This design comes from an exercise in tuning for small area and a short achievable clock period on the open sky130 flow, not from production work.
At most, simulation tests tie the RTL to the original design; equivalence was not proved.
No driver is modelled on the clock port, so clock power and skew are understated where the tree is cut down; a real chip needs a root buffer or a tree.
Power and IR drop assume default switching activity.

Setup of run 1:
==> flow/design.v (excerpt) <==
module ultrasonido(clk, trig, echo, distancia, init, done);
==> flow/config.mk <==
export PLATFORM = sky130hd
export DESIGN_NAME = ultrasonido
export DESIGN_NICKNAME = ultrasonido
export VERILOG_FILES = /design/flow/design.v
export SDC_FILE = /design/flow/constraint.sdc
export NUM_CORES = 4
export LEC_CHECK = 0
export CAP_MARGIN = 20
export CORE_MARGIN = 2
export CORE_UTILIZATION = 70
export SLEW_MARGIN = 20
export SYNTH_HIERARCHICAL = 1
==> flow/constraint.sdc <==
create_clock -name core_clock -period 18.0 [get_ports {clk}]
set_input_delay 3.6000 -clock core_clock [delete_from_list [all_inputs] [get_ports {clk}]]
set_output_delay 3.6000 -clock core_clock [all_outputs]
set_load 0.01 [all_outputs]
standard.sh (not shown) runs the stock make flow with config.mk's settings and CLKGATE_MAP_FILE= SYNTH_SCRIPT=/design/flow/synth_recipe.tcl, a recipe that flattens the netlist after the stock synthesis.
==> flow/flow/run.sh <==
#!/bin/bash
# The standard ORFS layout (standard.sh), in two runs of make:
#  1. synthesis to CTS, after which the clock tree is replaced by a few clock
#     buffers on the clock port (flow/post_cts.tcl, flow/clock_leaves.tcl);
#  2. global route to the end, with a larger setup margin for repair_timing.
set -e
export FLOW_FLOW_DIR=$PWD/flow
bash standard.sh BUFFER_PORTS_ARGS="-buffer_cell sky130_fd_sc_hd__buf_2" CTS_ARGS="-sink_clustering_enable -repair_clock_nets -dont_use_dummy_load" SETUP_SLACK_MARGIN=13.0 POST_CTS_TCL=$PWD/flow/post_cts.tcl cts > standard_to_cts.log 2>&1
bash standard.sh BUFFER_PORTS_ARGS="-buffer_cell sky130_fd_sc_hd__buf_2" CTS_ARGS="-sink_clustering_enable -repair_clock_nets -dont_use_dummy_load" SETUP_SLACK_MARGIN=13.0 SETUP_SLACK_MARGIN=13.65 POST_CTS_TCL=$PWD/flow/post_cts.tcl finish > standard_finish.log 2>&1
==> flow/flow/post_cts.tcl <==
# Runs at the end of ORFS's CTS step (POST_CTS_TCL).
source $::env(FLOW_FLOW_DIR)/clock_leaves.tcl
leaf_clock_tree sky130_fd_sc_hd__clkbuf_8 4
detailed_placement
estimate_parasitics -placement
Other scripts of this flow, unchanged in this note and not shown: flow/flow/clock_leaves.tcl
Changes in run 2 relative to run 1:
==> flow/flow/run.sh <==
#!/bin/bash
# The standard ORFS layout (standard.sh), in two runs of make:
#  1. synthesis to CTS, after which the clock tree is replaced by a few clock
#     buffers on the clock port (flow/post_cts.tcl, flow/clock_leaves.tcl);
#  2. global route to the end, with a larger setup margin for repair_timing.
set -e
export FLOW_FLOW_DIR=$PWD/flow
bash standard.sh BUFFER_PORTS_ARGS="-buffer_cell sky130_fd_sc_hd__buf_2" CTS_ARGS="-sink_clustering_enable -repair_clock_nets -dont_use_dummy_load" SETUP_SLACK_MARGIN=13.0 POST_CTS_TCL=$PWD/flow/post_cts.tcl cts > standard_to_cts.log 2>&1
bash standard.sh BUFFER_PORTS_ARGS="-buffer_cell sky130_fd_sc_hd__buf_2" CTS_ARGS="-sink_clustering_enable -repair_clock_nets -dont_use_dummy_load" SETUP_SLACK_MARGIN=13.0 SETUP_SLACK_MARGIN=13.7 POST_CTS_TCL=$PWD/flow/post_cts.tcl finish > standard_finish.log 2>&1
Notes after the runs:
- The final layout from run 2, which completed every stage, passed the timing, design-rule and antenna checks at the end of the flow.
- Run 2 -> run 1: first-pass GRT wire length delta 0, exact match
- Between run 1 and run 2, the smallest setup slack after layout figures differ only marginally.
- Run 1 and run 2 ended up with roughly the same data required time of the worst path.
### run 2 -> run 3
==> flow/flow/run.sh <==
#!/bin/bash
# The standard ORFS layout (standard.sh) with: faster port buffers, extra
# setup margin for repair_timing, and the clock tree replaced after CTS by a
# few clock buffers on the clock port (flow/clock_leaves.tcl).
export FLOW_FLOW_DIR=$PWD/flow
bash standard.sh BUFFER_PORTS_ARGS="-buffer_cell sky130_fd_sc_hd__buf_2" CTS_ARGS="-sink_clustering_enable -repair_clock_nets -dont_use_dummy_load" SETUP_SLACK_MARGIN=13.3 POST_CTS_TCL=$PWD/flow/post_cts.tcl finish > standard.log 2>&1
==> flow/flow/post_cts.tcl <==
# Runs at the end of ORFS's CTS step (POST_CTS_TCL).
source $::env(FLOW_FLOW_DIR)/clock_leaves.tcl
leaf_clock_tree sky130_fd_sc_hd__clkbuf_16 3
detailed_placement
estimate_parasitics -placement
Results
- Power: run 3 draws more than run 2
- Diff run 2 -> run 3 | worst max-slew margin expressed relative to the limit | decrease of 2.8 points
- Run 2 vs run 3, category of the most critical setup path: reg -> out vs in -> reg
- Run 2 has a lower fraction of power consumed by the clock network than run 3.
Here is what was changed in the inputs of run 4 compared with run 3.
==> flow/flow/run.sh <==
#!/bin/bash
# The standard ORFS layout (standard.sh), in two runs of make:
#  1. synthesis to CTS, after which the clock tree is replaced by a few clock
#     buffers on the clock port (flow/post_cts.tcl, flow/clock_leaves.tcl);
#  2. global route to the end, with a larger setup margin for repair_timing.
set -e
export FLOW_FLOW_DIR=$PWD/flow
bash standard.sh BUFFER_PORTS_ARGS="-buffer_cell sky130_fd_sc_hd__buf_2" CTS_ARGS="-sink_clustering_enable -repair_clock_nets -dont_use_dummy_load" SETUP_SLACK_MARGIN=13.0 POST_CTS_TCL=$PWD/flow/post_cts.tcl cts > standard_to_cts.log 2>&1
bash standard.sh BUFFER_PORTS_ARGS="-buffer_cell sky130_fd_sc_hd__buf_2" CTS_ARGS="-sink_clustering_enable -repair_clock_nets -dont_use_dummy_load" SETUP_SLACK_MARGIN=13.0 SETUP_SLACK_MARGIN=13.8 POST_CTS_TCL=$PWD/flow/post_cts.tcl finish > standard_finish.log 2>&1
==> flow/flow/post_cts.tcl <==
# Runs at the end of ORFS's CTS step (POST_CTS_TCL).
source $::env(FLOW_FLOW_DIR)/clock_leaves.tcl
leaf_clock_tree sky130_fd_sc_hd__clkbuf_8 4
detailed_placement
estimate_parasitics -placement
Notes after the runs:
Summary — critical path's largest stage delay, run 4 relative to run 3: lower, by 0.15 ns. On count of unique library cells instantiated by Yosys, run 3 tracks run 4 almost exactly. Sort run 4 and run 3 by combinational power share, descending, and run 4 comes first.
Relative to run 4, the following input files were edited for run 5:
==> flow/flow/run.sh <==
#!/bin/bash
# The standard ORFS layout (standard.sh), in two runs of make:
#  1. synthesis to CTS, after which the clock tree is replaced by a few clock
#     buffers on the clock port (flow/post_cts.tcl, flow/clock_leaves.tcl);
#  2. global route to the end, with a larger setup margin for repair_timing.
set -e
export FLOW_FLOW_DIR=$PWD/flow
bash standard.sh BUFFER_PORTS_ARGS="-buffer_cell sky130_fd_sc_hd__buf_2" CTS_ARGS="-sink_clustering_enable -repair_clock_nets -dont_use_dummy_load" SETUP_SLACK_MARGIN=13.0 POST_CTS_TCL=$PWD/flow/post_cts.tcl cts > standard_to_cts.log 2>&1
bash standard.sh BUFFER_PORTS_ARGS="-buffer_cell sky130_fd_sc_hd__buf_2" CTS_ARGS="-sink_clustering_enable -repair_clock_nets -dont_use_dummy_load" SETUP_SLACK_MARGIN=13.0 SETUP_SLACK_MARGIN=13.7 TNS_END_PERCENT=0 POST_CTS_TCL=$PWD/flow/post_cts.tcl finish > standard_finish.log 2>&1
Results
Between run 5 and run 4, the combinational group share of total power figures differ only marginally.
Compared with run 4, run 5 shows wire length on met1 lower by 2.6%.
Looking at actual transition at the worst max-transition pin, run 5 sits below run 4.
Looking at slowest stage cell on the critical path, the sky130_fd_sc_hd__dfxtp_1 result is from run 5; the sky130_fd_sc_hd__or2_4 one comes from run 4.
Sort run 4 and run 5 by utilization, descending, and run 4 comes first.
Diff run 5..run 4 | first-pass iteration count of the detailed router | unchanged
Diff run 4 and run 5: share of cells above drive strength 1 higher in run 4
Compared run 5 vs run 4, and total of fill cells in the finished design is up in run 5.
Against run 4, power density relative to cell area in run 5 rose by a few percent.
No run of this note takes its clock network from TritonCTS; it comes from the design's own scripts or RTL.


Another version of the RTL of ultrasonido (not shown whole).
Size: ~230 cells after synthesis, about 61 flip-flops, roughly 14 I/O pins, ~2200 µm² of cells after synthesis.
export LEC_CHECK = 0
export CAP_MARGIN = 20
export CORE_MARGIN = 2
export CORE_UTILIZATION = 70
export SLEW_MARGIN = 20
export SYNTH_HIERARCHICAL = 1
create_clock -name core_clock -period 18.0 [get_ports {clk}]
==> flow/flow/run.sh <==
#!/bin/bash
# The standard ORFS layout (standard.sh), in two runs of make:
#  1. synthesis to CTS, after which the clock tree is replaced by a few clock
#     buffers on the clock port (flow/post_cts.tcl, flow/clock_leaves.tcl);
#  2. global route to the end, with a larger setup margin for repair_timing.
set -e
export FLOW_FLOW_DIR=$PWD/flow
export FLOW_SYNTH_TCL=$PWD/synth_recipe.tcl
export FLOW_ABC_AREA_SCRIPT=$PWD/flow/abc_area_map.script
bash standard.sh BUFFER_PORTS_ARGS="-buffer_cell sky130_fd_sc_hd__buf_2" CTS_ARGS="-sink_clustering_enable -repair_clock_nets -dont_use_dummy_load" SETUP_SLACK_MARGIN=13.0 SYNTH_SCRIPT=$PWD/flow/area_synth_all.tcl POST_CTS_TCL=$PWD/flow/post_cts.tcl cts > standard_to_cts.log 2>&1
bash standard.sh BUFFER_PORTS_ARGS="-buffer_cell sky130_fd_sc_hd__buf_2" CTS_ARGS="-sink_clustering_enable -repair_clock_nets -dont_use_dummy_load" SETUP_SLACK_MARGIN=13.0 SETUP_SLACK_MARGIN=13.7 SYNTH_SCRIPT=$PWD/flow/area_synth_all.tcl POST_CTS_TCL=$PWD/flow/post_cts.tcl finish > standard_finish.log 2>&1
==> flow/flow/post_cts.tcl <==
# Runs at the end of ORFS's CTS step (POST_CTS_TCL).
source $::env(FLOW_FLOW_DIR)/clock_leaves.tcl
leaf_clock_tree sky130_fd_sc_hd__clkbuf_8 3
detailed_placement
estimate_parasitics -placement
Other scripts of this flow, unchanged in this note and not shown: flow/flow/abc_area_map.script, flow/flow/area_synth_all.tcl, flow/flow/clock_leaves.tcl
The first run finished clean.
==> next run, changes <==
==> flow/flow/post_cts.tcl (replaced) <==
# Runs at the end of ORFS's CTS step (POST_CTS_TCL).
source $::env(FLOW_FLOW_DIR)/clock_leaves.tcl
leaf_clock_tree sky130_fd_sc_hd__clkbuf_8 4
detailed_placement
estimate_parasitics -placement
Outcome:
- maximum frequency rose by 0.71%
- sequential power hardly moves
- via count goes up by 1.6%
- die area is unchanged
- synthesized cell count is unchanged
==> next run, changes <==
--- a/flow/flow/run.sh
+++ b/flow/flow/run.sh
@@ -10,2 +10,2 @@
 bash standard.sh BUFFER_PORTS_ARGS="-buffer_cell sky130_fd_sc_hd__buf_2" CTS_ARGS="-sink_clustering_enable -repair_clock_nets -dont_use_dummy_load" SETUP_SLACK_MARGIN=13.0 SYNTH_SCRIPT=$PWD/flow/area_synth_all.tcl POST_CTS_TCL=$PWD/flow/post_cts.tcl cts > standard_to_cts.log 2>&1
-bash standard.sh BUFFER_PORTS_ARGS="-buffer_cell sky130_fd_sc_hd__buf_2" CTS_ARGS="-sink_clustering_enable -repair_clock_nets -dont_use_dummy_load" SETUP_SLACK_MARGIN=13.0 SETUP_SLACK_MARGIN=13.7 SYNTH_SCRIPT=$PWD/flow/area_synth_all.tcl POST_CTS_TCL=$PWD/flow/post_cts.tcl finish > standard_finish.log 2>&1
+bash standard.sh BUFFER_PORTS_ARGS="-buffer_cell sky130_fd_sc_hd__buf_2" CTS_ARGS="-sink_clustering_enable -repair_clock_nets -dont_use_dummy_load" SETUP_SLACK_MARGIN=13.0 SETUP_SLACK_MARGIN=13.82 SYNTH_SCRIPT=$PWD/flow/area_synth_all.tcl POST_CTS_TCL=$PWD/flow/post_cts.tcl finish > standard_finish.log 2>&1
After rerunning: The new run finished clean; setup slack gains 0.029 ns; area after synthesis is unchanged; core utilization is higher by 3.2 points; fmax goes up by 0.69%; total power is higher by 1.5%; sequential power barely changes; synthesized cell count does not change.
==> next run, changes <==
--- a/flow/flow/run.sh
+++ b/flow/flow/run.sh
@@ -10,2 +10,2 @@
 bash standard.sh BUFFER_PORTS_ARGS="-buffer_cell sky130_fd_sc_hd__buf_2" CTS_ARGS="-sink_clustering_enable -repair_clock_nets -dont_use_dummy_load" SETUP_SLACK_MARGIN=13.0 SYNTH_SCRIPT=$PWD/flow/area_synth_all.tcl POST_CTS_TCL=$PWD/flow/post_cts.tcl cts > standard_to_cts.log 2>&1
-bash standard.sh BUFFER_PORTS_ARGS="-buffer_cell sky130_fd_sc_hd__buf_2" CTS_ARGS="-sink_clustering_enable -repair_clock_nets -dont_use_dummy_load" SETUP_SLACK_MARGIN=13.0 SETUP_SLACK_MARGIN=13.82 SYNTH_SCRIPT=$PWD/flow/area_synth_all.tcl POST_CTS_TCL=$PWD/flow/post_cts.tcl finish > standard_finish.log 2>&1
+bash standard.sh BUFFER_PORTS_ARGS="-buffer_cell sky130_fd_sc_hd__buf_2" CTS_ARGS="-sink_clustering_enable -repair_clock_nets -dont_use_dummy_load" SETUP_SLACK_MARGIN=13.0 SETUP_SLACK_MARGIN=13.7 SYNTH_SCRIPT=$PWD/flow/area_synth_all.tcl POST_CTS_TCL=$PWD/flow/post_cts.tcl finish > standard_finish.log 2>&1
==> flow/flow/post_cts.tcl (replaced) <==
# Runs at the end of ORFS's CTS step (POST_CTS_TCL).
source $::env(FLOW_FLOW_DIR)/clock_leaves.tcl
leaf_clock_tree sky130_fd_sc_hd__clkbuf_16 2
detailed_placement
estimate_parasitics -placement
Synthesized cell count does not change. Final cell count went down slightly. Design area went down by a few percent. Global-route usage is lower by 0.18 points. Fmax drops slightly. Total power came out lower slightly. Setup slack gets worse by 0.056 ns. Sequential share of layout area rose by 1.6 points. First-iteration DRC count rises by a quarter to a third. Routed wire length fell by a few percent. Sequential power hardly moves.
==> next run, changes <==
--- a/flow/flow/run.sh
+++ b/flow/flow/run.sh
@@ -10,2 +10,2 @@
 bash standard.sh BUFFER_PORTS_ARGS="-buffer_cell sky130_fd_sc_hd__buf_2" CTS_ARGS="-sink_clustering_enable -repair_clock_nets -dont_use_dummy_load" SETUP_SLACK_MARGIN=13.0 SYNTH_SCRIPT=$PWD/flow/area_synth_all.tcl POST_CTS_TCL=$PWD/flow/post_cts.tcl cts > standard_to_cts.log 2>&1
-bash standard.sh BUFFER_PORTS_ARGS="-buffer_cell sky130_fd_sc_hd__buf_2" CTS_ARGS="-sink_clustering_enable -repair_clock_nets -dont_use_dummy_load" SETUP_SLACK_MARGIN=13.0 SETUP_SLACK_MARGIN=13.7 SYNTH_SCRIPT=$PWD/flow/area_synth_all.tcl POST_CTS_TCL=$PWD/flow/post_cts.tcl finish > standard_finish.log 2>&1
+bash standard.sh BUFFER_PORTS_ARGS="-buffer_cell sky130_fd_sc_hd__buf_2" CTS_ARGS="-sink_clustering_enable -repair_clock_nets -dont_use_dummy_load" SETUP_SLACK_MARGIN=13.0 SETUP_SLACK_MARGIN=13.77 SYNTH_SCRIPT=$PWD/flow/area_synth_all.tcl POST_CTS_TCL=$PWD/flow/post_cts.tcl finish > standard_finish.log 2>&1
==> flow/flow/post_cts.tcl (replaced) <==
# Runs at the end of ORFS's CTS step (POST_CTS_TCL).
source $::env(FLOW_FLOW_DIR)/clock_leaves.tcl
leaf_clock_tree sky130_fd_sc_hd__clkbuf_8 4
detailed_placement
estimate_parasitics -placement
After rerunning:
- The changed run ran to the end with no violations
- sequential power barely changes
- cell count rises by 1.1%
- synthesized cell count does not change
- utilization came out higher by 1.1 points
- via count barely changes
- worst setup slack improved by 0.056 ns
- synthesized area does not change
- wire length went up by 1.3%
- die area does not change
- total power is about the same
==> next run, changes <==
--- a/flow/flow/run.sh
+++ b/flow/flow/run.sh
@@ -10,2 +10,2 @@
 bash standard.sh BUFFER_PORTS_ARGS="-buffer_cell sky130_fd_sc_hd__buf_2" CTS_ARGS="-sink_clustering_enable -repair_clock_nets -dont_use_dummy_load" SETUP_SLACK_MARGIN=13.0 SYNTH_SCRIPT=$PWD/flow/area_synth_all.tcl POST_CTS_TCL=$PWD/flow/post_cts.tcl cts > standard_to_cts.log 2>&1
-bash standard.sh BUFFER_PORTS_ARGS="-buffer_cell sky130_fd_sc_hd__buf_2" CTS_ARGS="-sink_clustering_enable -repair_clock_nets -dont_use_dummy_load" SETUP_SLACK_MARGIN=13.0 SETUP_SLACK_MARGIN=13.77 SYNTH_SCRIPT=$PWD/flow/area_synth_all.tcl POST_CTS_TCL=$PWD/flow/post_cts.tcl finish > standard_finish.log 2>&1
+bash standard.sh BUFFER_PORTS_ARGS="-buffer_cell sky130_fd_sc_hd__buf_2" CTS_ARGS="-sink_clustering_enable -repair_clock_nets -dont_use_dummy_load" SETUP_SLACK_MARGIN=13.0 SETUP_SLACK_MARGIN=13.7 SYNTH_SCRIPT=$PWD/flow/area_synth_all.tcl POST_CTS_TCL=$PWD/flow/post_cts.tcl finish > standard_finish.log 2>&1
==> flow/flow/post_cts.tcl (replaced) <==
# Runs at the end of ORFS's CTS step (POST_CTS_TCL).
source $::env(FLOW_FLOW_DIR)/clock_leaves.tcl
leaf_clock_tree sky130_fd_sc_hd__buf_6 4
detailed_placement
estimate_parasitics -placement
Result: Synthesized cell count does not change; power decreases by 2.0%; die area does not change; via count falls by 0.42%; setup slack got worse by 0.022 ns.
Function was not checked in any run of this note: the RTL went through the layout flow alone. No run of this note takes its clock network from TritonCTS; it comes from the design's own scripts or RTL.

[port drivers added, routing unchanged]
Ports are ideal in the flow. The routed layouts listed here were re-timed in OpenROAD. Step 1 sets driving cells, clkbuf_16 on the clock port and buf_2 on the other inputs (assumed; they add their load-dependent delay and slew). Step 2, shift: input delay + t, output delay - t, t = (earliest + latest rising clock arrival at the registers) / 2. This alone moves slack from input paths to output paths. Slacks: ideal ports / drivers / drivers and shift; pairs: ideal ports / drivers.
run | t (ns) | setup WS [ns] | latest minus earliest clock arrival (ns) | cell pins on the clock port's net
run 1 | 0.204 | 13.762 / 13.713 / 13.624 | 0.018 / 0.018 | 4
run 2 | 0.204 | 13.762 / 13.713 / 13.624 | 0.018 / 0.018 | 4
run 3 | 0.204 | 13.618 / 13.653 / 13.449 | 0.013 / 0.014 | 3
run 4 | 0.204 | 13.777 / 13.728 / 13.602 | 0.015 / 0.016 | 4
run 5 | 0.204 | 13.762 / 13.713 / 13.624 | 0.018 / 0.018 | 4
the first run of note 2 | 0.204 | 13.712 / 13.672 / 13.622 | 0.011 / 0.012 | 3
the second run of note 2 | 0.195 | 13.742 / 13.693 / 13.611 | 0.004 / 0.004 | 4
the third run of note 2 | 0.195 | 13.771 / 13.722 / 13.650 | 0.005 / 0.004 | 4
the fourth run of note 2 | 0.208 | 13.716 / 13.672 / 13.626 | 0.009 / 0.009 | 2
the fifth run of note 2 | 0.194 | 13.771 / 13.722 / 13.674 | 0.004 / 0.004 | 4
the sixth run of note 2 | 0.172 | 13.750 / 13.699 / 13.612 | 0.009 / 0.008 | 4
After both steps every run listed still meets setup and hold. For run 4, which loses most, drivers alone change the setup slack by -0.049 ns; drivers and shift together by -0.175 ns.
